Source: an optimization exercise on an open RTL-to-GDS flow (aim: small area, a short achievable clock period and few clock cycles per item). Production flows keep margins and buffers that such runs may drop. Where RTL was checked, it was by simulation tests only, not by an equivalence proof against the original.

==> flow/design.v (excerpt) <==
module geofence (clk,
                 reset,
                 X,
                 Y,
                 valid,
                 is_inside);
For scale: ~1500 cells after synthesis.
export LEC_CHECK = 0
export CAP_MARGIN = 20
export CORE_MARGIN = 2
export CORE_UTILIZATION = 40
export PLACE_DENSITY = 0.8
export SETUP_SLACK_MARGIN = 2.0
export SLEW_MARGIN = 20
export SYNTH_HIERARCHICAL = 1
export SYNTH_MINIMUM_KEEP_SIZE = 0
create_clock -name core_clock -period 7.5 [get_ports {clk}]
run.sh (not shown) runs the stock make flow with config.mk's settings and CLKGATE_MAP_FILE= SYNTH_SCRIPT=/design/flow/synth_recipe.tcl, a recipe that flattens the netlist after the stock synthesis.
The first run ran to the end with no violations.
Testbench counts at the start, summed over its fixed seeds: cycles 28,800, tests 3,200.
Change:
Settings changed: PLACE_DENSITY 0.8 to not set, SETUP_SLACK_MARGIN 2.0 to 1.0.
Wire length fell by a little under a tenth.
Synthesized area stays the same.
Final cell count drops by a few percent.
Change:
Settings changed: CORE_UTILIZATION 40 to 60, SETUP_SLACK_MARGIN 1.0 to 2.0.
Effect: First-iteration DRC count increases by 3.6%. Synthesized area does not change. Worst setup slack improves by 0.47 ns. Final cell count went down by 5.2%. Cell area climbs by 6.6%.
Change:
Settings changed: CORE_UTILIZATION 60 to 40, SETUP_SLACK_MARGIN 2.0 to 2.5.
The new run produced a clean layout.
Via count fell slightly.
Global-route usage fell by 9.1 points.

Another version of the RTL of geofence (not shown whole).
For scale: ~1600 cells after synthesis, about 0.016 mm^2 of cells after synthesis.
==> flow/design.v (excerpt) <==
module geofence (clk,
                 reset,
                 X,
                 Y,
                 valid,
                 is_inside);
export LEC_CHECK = 0
export CAP_MARGIN = 20
export CORE_MARGIN = 2
export CORE_UTILIZATION = 40
export SETUP_SLACK_MARGIN = 1.0
export SLEW_MARGIN = 20
export SYNTH_HIERARCHICAL = 1
export SYNTH_MINIMUM_KEEP_SIZE = 0
create_clock -name core_clock -period 7.5 [get_ports {clk}]
Rerun with:
SETUP_SLACK_MARGIN = 2.0   (was 1.0)
Die area stays the same.
Worst setup slack gains 0.57 ns.
Wire length came out higher by a few percent.
Design area came out higher by a little under a tenth.
First-iteration DRC count came out lower by roughly a tenth.
Via count came out higher by a few percent.
No functional check of the RTL was part of any run of this note.

Another version of the RTL of geofence (not shown whole).
Size: ~1400 cells after synthesis, about 24 I/O pins.
make LEC_CHECK=0 CAP_MARGIN=20 CORE_MARGIN=2 CORE_UTILIZATION=40 CTS_BUF_LIST='sky130_fd_sc_hd__clkbuf_4 sky130_fd_sc_hd__clkbuf_8' SETUP_SLACK_MARGIN=1.6 SLEW_MARGIN=20 SYNTH_HIERARCHICAL=1 SYNTH_MINIMUM_KEEP_SIZE=0 finish   # period 7.5 ns
The first run finished with timing, DRC and antenna clean.
Edit:
Settings changed: SETUP_SLACK_MARGIN 1.6 to 1.5.
Outcome: Global-route usage stays flat; cell area goes down by 1.6%; cell count goes down by 1.4%; non-clock buffer count came out lower by 26; worst hold slack hardly moves; die area is unchanged.
No functional check of the RTL was part of any run of this note.

## oak
RTL: one of the versions met above, not the one the previous note started from.
For scale: roughly 1500 cells after synthesis, ~15000 sq um of cells after synthesis.
Design geofence, start of the top module:
module geofence (clk,
                 reset,
                 X,
                 Y,
                 valid,
                 is_inside);
clock: 7.5 ns
lec_check: 0
cap_margin: 20
core_margin: 2
core_utilization: 40
setup_slack_margin: 2.0
slew_margin: 20
synth_hierarchical: 1
synth_minimum_keep_size: 0
oak: all stages complete, timing, DRC and antenna checks passed
Testbench counts of oak, summed over its fixed seeds: cycles 28,800, tests 3,200.
Here is what was changed in the inputs of pine compared with oak.
- an added CTS_BUF_LIST of sky130_fd_sc_hd__clkbuf_4 sky130_fd_sc_hd__clkbuf_8
--- outcome ---
- The sequential share of layout area was comparable across pine and oak.
- Taking oak as the reference, in pine number of sequential cells essentially unchanged, sum of routed wire length over all layers increased 0.50%, average cell area after synthesis essentially unchanged, die area essentially unchanged.
- Buffer and inverter count on the worst path ends up lower on pine.
- From oak to pine the numbers moved as follows: length of routed met3 wiring rose 16%.

geofence with an RTL version that a note above also has.
Size: about 0.014 sq mm of cells after synthesis.
Settings: LEC_CHECK=0, CAP_MARGIN=20, CORE_MARGIN=2, CORE_UTILIZATION=40, CTS_BUF_LIST=sky130_fd_sc_hd__clkbuf_4 sky130_fd_sc_hd__clkbuf_8, SETUP_SLACK_MARGIN=1.75, SLEW_MARGIN=20, SYNTH_HIERARCHICAL=1, SYNTH_MINIMUM_KEEP_SIZE=0; clock period 7.5 ns.
The starting point finished clean.
Edit:
SETUP_SLACK_MARGIN = 1.25   (was 1.75)
Clock-buffer cell count stays the same.
Via count drops by 5.8%.
Register-to-register slack is worse by 400 ps.
Function was not checked in any run of this note: the RTL went through the layout flow alone.

geofence, a different RTL version from the one above (not shown whole).
For scale: about 1400 cells after synthesis, about 24 I/O pins.
Settings: LEC_CHECK=0, CAP_MARGIN=20, CORE_MARGIN=2, CORE_UTILIZATION=40, CTS_BUF_LIST=sky130_fd_sc_hd__clkbuf_4 sky130_fd_sc_hd__clkbuf_8, SETUP_SLACK_MARGIN=1.6, SLEW_MARGIN=20, SYNTH_HIERARCHICAL=1, SYNTH_MINIMUM_KEEP_SIZE=0; clock period 7.5 ns.
Testbench counts at the start, summed over its fixed seeds: cycles 28,800, tests 3,200.
Rerun with:
- CTS_BUF_LIST: sky130_fd_sc_hd__clkbuf_4 sky130_fd_sc_hd__clkbuf_8 -> sky130_fd_sc_hd__clkbuf_2 sky130_fd_sc_hd__clkbuf_4 sky130_fd_sc_hd__clkbuf_8
- SETUP_SLACK_MARGIN: 1.6 -> 1.5
Effect:
- setup slack gets worse by 0.060 ns
- non-clock buffer count came out lower by 24
- global-route usage hardly moves

geofence, a different RTL version from the one above (not shown whole).
Size: ~1600 cells after synthesis, about 16000 um^2 of cells after synthesis.
Settings: LEC_CHECK=0, CAP_MARGIN=20, CORE_MARGIN=2, CORE_UTILIZATION=40, SLEW_MARGIN=20, SYNTH_HIERARCHICAL=1, SYNTH_MINIMUM_KEEP_SIZE=0; clock period 7.5 ns.
Change:
- SETUP_SLACK_MARGIN: unset -> 2.0
Effect: The changed run produced a clean layout; worst hold slack is about the same; sequential cell count is unchanged; routed wire length goes up by 10%; cell count goes up by 4.1%; via count goes up by 7.0%; die area is unchanged; sequential share of layout area goes down by 1.0 points; register-to-register slack gains 0.77 ns; setup slack gains 0.77 ns; synthesized area is unchanged; utilization goes up by 3.9 points.
No run of this note included a check of the RTL's function; only the layout flow was run.

geofence, a different RTL version from the one above (not shown whole).
Size in the first run: ~1300 cells after synthesis, ~24 I/O pins, roughly 14000 um2 of cells after synthesis.
make LEC_CHECK=0 CAP_MARGIN=20 CORE_MARGIN=2 CORE_UTILIZATION=40 CTS_BUF_LIST='sky130_fd_sc_hd__clkbuf_4 sky130_fd_sc_hd__clkbuf_8' SETUP_SLACK_MARGIN=3.0 SLEW_MARGIN=20 SYNTH_HIERARCHICAL=1 SYNTH_MINIMUM_KEEP_SIZE=0 finish   # period 7.5 ns
Testbench counts at the start, summed over its fixed seeds: cycles 28,800, tests 3,200.
Rerun with:
CTS_BUF_LIST = unset   (was sky130_fd_sc_hd__clkbuf_4 sky130_fd_sc_hd__clkbuf_8)
SETUP_SLACK_MARGIN = 2.0   (was 3.0)
After rerunning: Core utilization hardly moves. Cell area hardly moves. Cell count shrinks by 0.37%. Die area does not change. Global-route usage shrinks by 0.15 points. Wire length shrinks by 0.46%.

geofence, a different RTL version from the one above (not shown whole).
Size: roughly 1400 cells after synthesis, about 24 I/O pins.
clock: 7.5 ns
lec_check: 0
cap_margin: 20
core_margin: 2
core_utilization: 40
cts_buf_list: sky130_fd_sc_hd__clkbuf_4 sky130_fd_sc_hd__clkbuf_8
setup_slack_margin: 2.5
slew_margin: 20
synth_hierarchical: 1
synth_minimum_keep_size: 0
standard.sh (not shown) runs the stock make flow with config.mk's settings and CLKGATE_MAP_FILE= SYNTH_SCRIPT=/design/flow/synth_recipe.tcl, a recipe that flattens the netlist after the stock synthesis.
==> flow/flow/run.sh <==
#!/bin/bash
# The standard layout (standard.sh), with one change: the input and output
# ports are buffered with sky130_fd_sc_hd__buf_1 instead of the default port
# buffer cell. standard.sh's full output goes to flow.log; ORFS keeps each
# step's own log under orfs/logs/.
set -o pipefail
export BUFFER_PORTS_ARGS="-buffer_cell sky130_fd_sc_hd__buf_1"
bash standard.sh > flow.log 2>&1
Testbench counts at the start, summed over its fixed seeds: cycles 28,800, tests 3,200.
Next try:
==> flow/run.sh (new file) <==
#!/bin/bash
# synth_recipe.tcl (not shown) runs the flow's synth.tcl, then flattens the netlist and writes it again
# the make line also repeats each setting of config.mk as NAME=value (left out here)
make -C /OpenROAD-flow-scripts/flow DESIGN_CONFIG=/design/flow/config.mk WORK_HOME=/design/flow/orfs CLKGATE_MAP_FILE= SYNTH_SCRIPT=/design/flow/synth_recipe.tcl finish
SETUP_SLACK_MARGIN = 2.0   (was 2.5)
removed: flow/flow/run.sh
removed: flow/standard.sh
Clock skew barely changes.
Count of clock-buffer cells in the layout stays the same.
Sequential share of layout area goes down by 0.19 points.
Hold slack degrades by 0.0043 ns.
Via count stays flat.
Final area goes up slightly.
Global-route usage hardly moves.
Non-clock buffer count goes up by 8.
Next try:
SETUP_SLACK_MARGIN = 1.5   (was 2.0)
The changed run produced a clean layout; final area went down by 0.34%; sequential share of layout area stays flat; worst setup slack got worse by 0.017 ns; via count drops by 0.84%; wire length decreases by 1.3%; clock skew went up by 0.0080 ns; register-to-register slack is worse by 0.02 ns; count of clock-buffer cells in the layout came out higher by 1.
Next try:
SETUP_SLACK_MARGIN = 2.5   (was 1.5)
Wire length went up by 3.3%. Worst setup slack does not change. Non-clock buffer count went down by 10. Cell count went down by 0.47%. Final area hardly moves. Area after synthesis is unchanged. Clock-buffer cell count went down by 1. Register-to-register slack hardly moves. Sequential share of layout area hardly moves.

==> separate check: timing with driven ports <==
No port has a modelled driver above. Below, the same layouts with a new extraction and two added sets of constraints.
Step 1 assumes that a clkbuf_16 drives the clock port and a buf_2 every other input.
Step 2 times the ports against the registers' clock, not the clock port: input delays grow and output delays shrink by t, the midpoint of the rising clock arrivals with the driver on.
Three values: no drivers, after step 1, after step 2; two values: the first two.
run | shift t [ns] | slack for setup (ns) | worst hold slack (ns) | latest minus earliest clock arrival (ns) | cell pins on the clock port's net
the first run of note 1 | 0.383 | 1.551 / 1.551 / 1.551 | 0.489 / 0.489 / 0.489 | 0.018 / 0.017 | 1
the second run of note 1 | 0.369 | 1.264 / 1.264 / 1.264 | 0.487 / 0.487 / 0.487 | 0.011 / 0.012 | 1
the third run of note 1 | 0.378 | 1.730 / 1.730 / 1.730 | 0.488 / 0.488 / 0.488 | 0.012 / 0.012 | 1
the fourth run of note 1 | 0.378 | 1.800 / 1.800 / 1.800 | 0.485 / 0.485 / 0.485 | 0.007 / 0.007 | 1
the first run of note 2 | 0.453 | 1.376 / 1.376 / 1.376 | 0.426 / 0.426 / 0.426 | 0.006 / 0.006 | 1
the second run of note 2 | 0.448 | 1.945 / 1.945 / 1.945 | 0.436 / 0.436 / 0.436 | 0.008 / 0.008 | 1
the first run of note 3 | 0.409 | 1.831 / 1.831 / 1.831 | 0.494 / 0.494 / 0.494 | 0.019 / 0.019 | 1
the second run of note 3 | 0.413 | 1.789 / 1.789 / 1.789 | 0.494 / 0.494 / 0.494 | 0.020 / 0.020 | 1
oak | 0.376 | 1.753 / 1.753 / 1.753 | 0.496 / 0.496 / 0.496 | 0.008 / 0.008 | 1
pine | 0.389 | 1.797 / 1.797 / 1.797 | 0.501 / 0.501 / 0.501 | 0.016 / 0.016 | 1
the first run of note 5 | 0.416 | 1.955 / 1.955 / 1.955 | 0.494 / 0.494 / 0.494 | 0.020 / 0.021 | 1
the second run of note 5 | 0.409 | 1.553 / 1.553 / 1.553 | 0.493 / 0.493 / 0.493 | 0.018 / 0.019 | 1
the first run of note 6 | 0.397 | 1.839 / 1.839 / 1.839 | 0.491 / 0.491 / 0.491 | 0.013 / 0.013 | 1
the second run of note 6 | 0.395 | 1.779 / 1.779 / 1.779 | 0.491 / 0.491 / 0.491 | 0.016 / 0.016 | 1
the first run of note 7 | 0.457 | 0.953 / 0.953 / 0.953 | 0.387 / 0.387 / 0.387 | 0.015 / 0.014 | 1
the second run of note 7 | 0.462 | 1.722 / 1.722 / 1.722 | 0.389 / 0.389 / 0.389 | 0.017 / 0.017 | 1
the first run of note 8 | 0.415 | 1.601 / 1.601 / 1.601 | 0.503 / 0.503 / 0.503 | 0.018 / 0.018 | 1
the second run of note 8 | 0.390 | 1.624 / 1.624 / 1.624 | 0.499 / 0.499 / 0.499 | 0.010 / 0.010 | 1
the first run of note 9 | 0.404 | 1.561 / 1.561 / 1.561 | 0.482 / 0.482 / 0.482 | 0.014 / 0.014 | 1
the second run of note 9 | 0.398 | 1.573 / 1.573 / 1.573 | 0.478 / 0.478 / 0.478 | 0.016 / 0.016 | 1
the third run of note 9 | 0.403 | 1.556 / 1.556 / 1.556 | 0.483 / 0.483 / 0.483 | 0.024 / 0.024 | 1
the fourth run of note 9 | 0.404 | 1.556 / 1.556 / 1.556 | 0.478 / 0.478 / 0.478 | 0.016 / 0.016 | 1
After both steps every run listed still meets setup and hold.
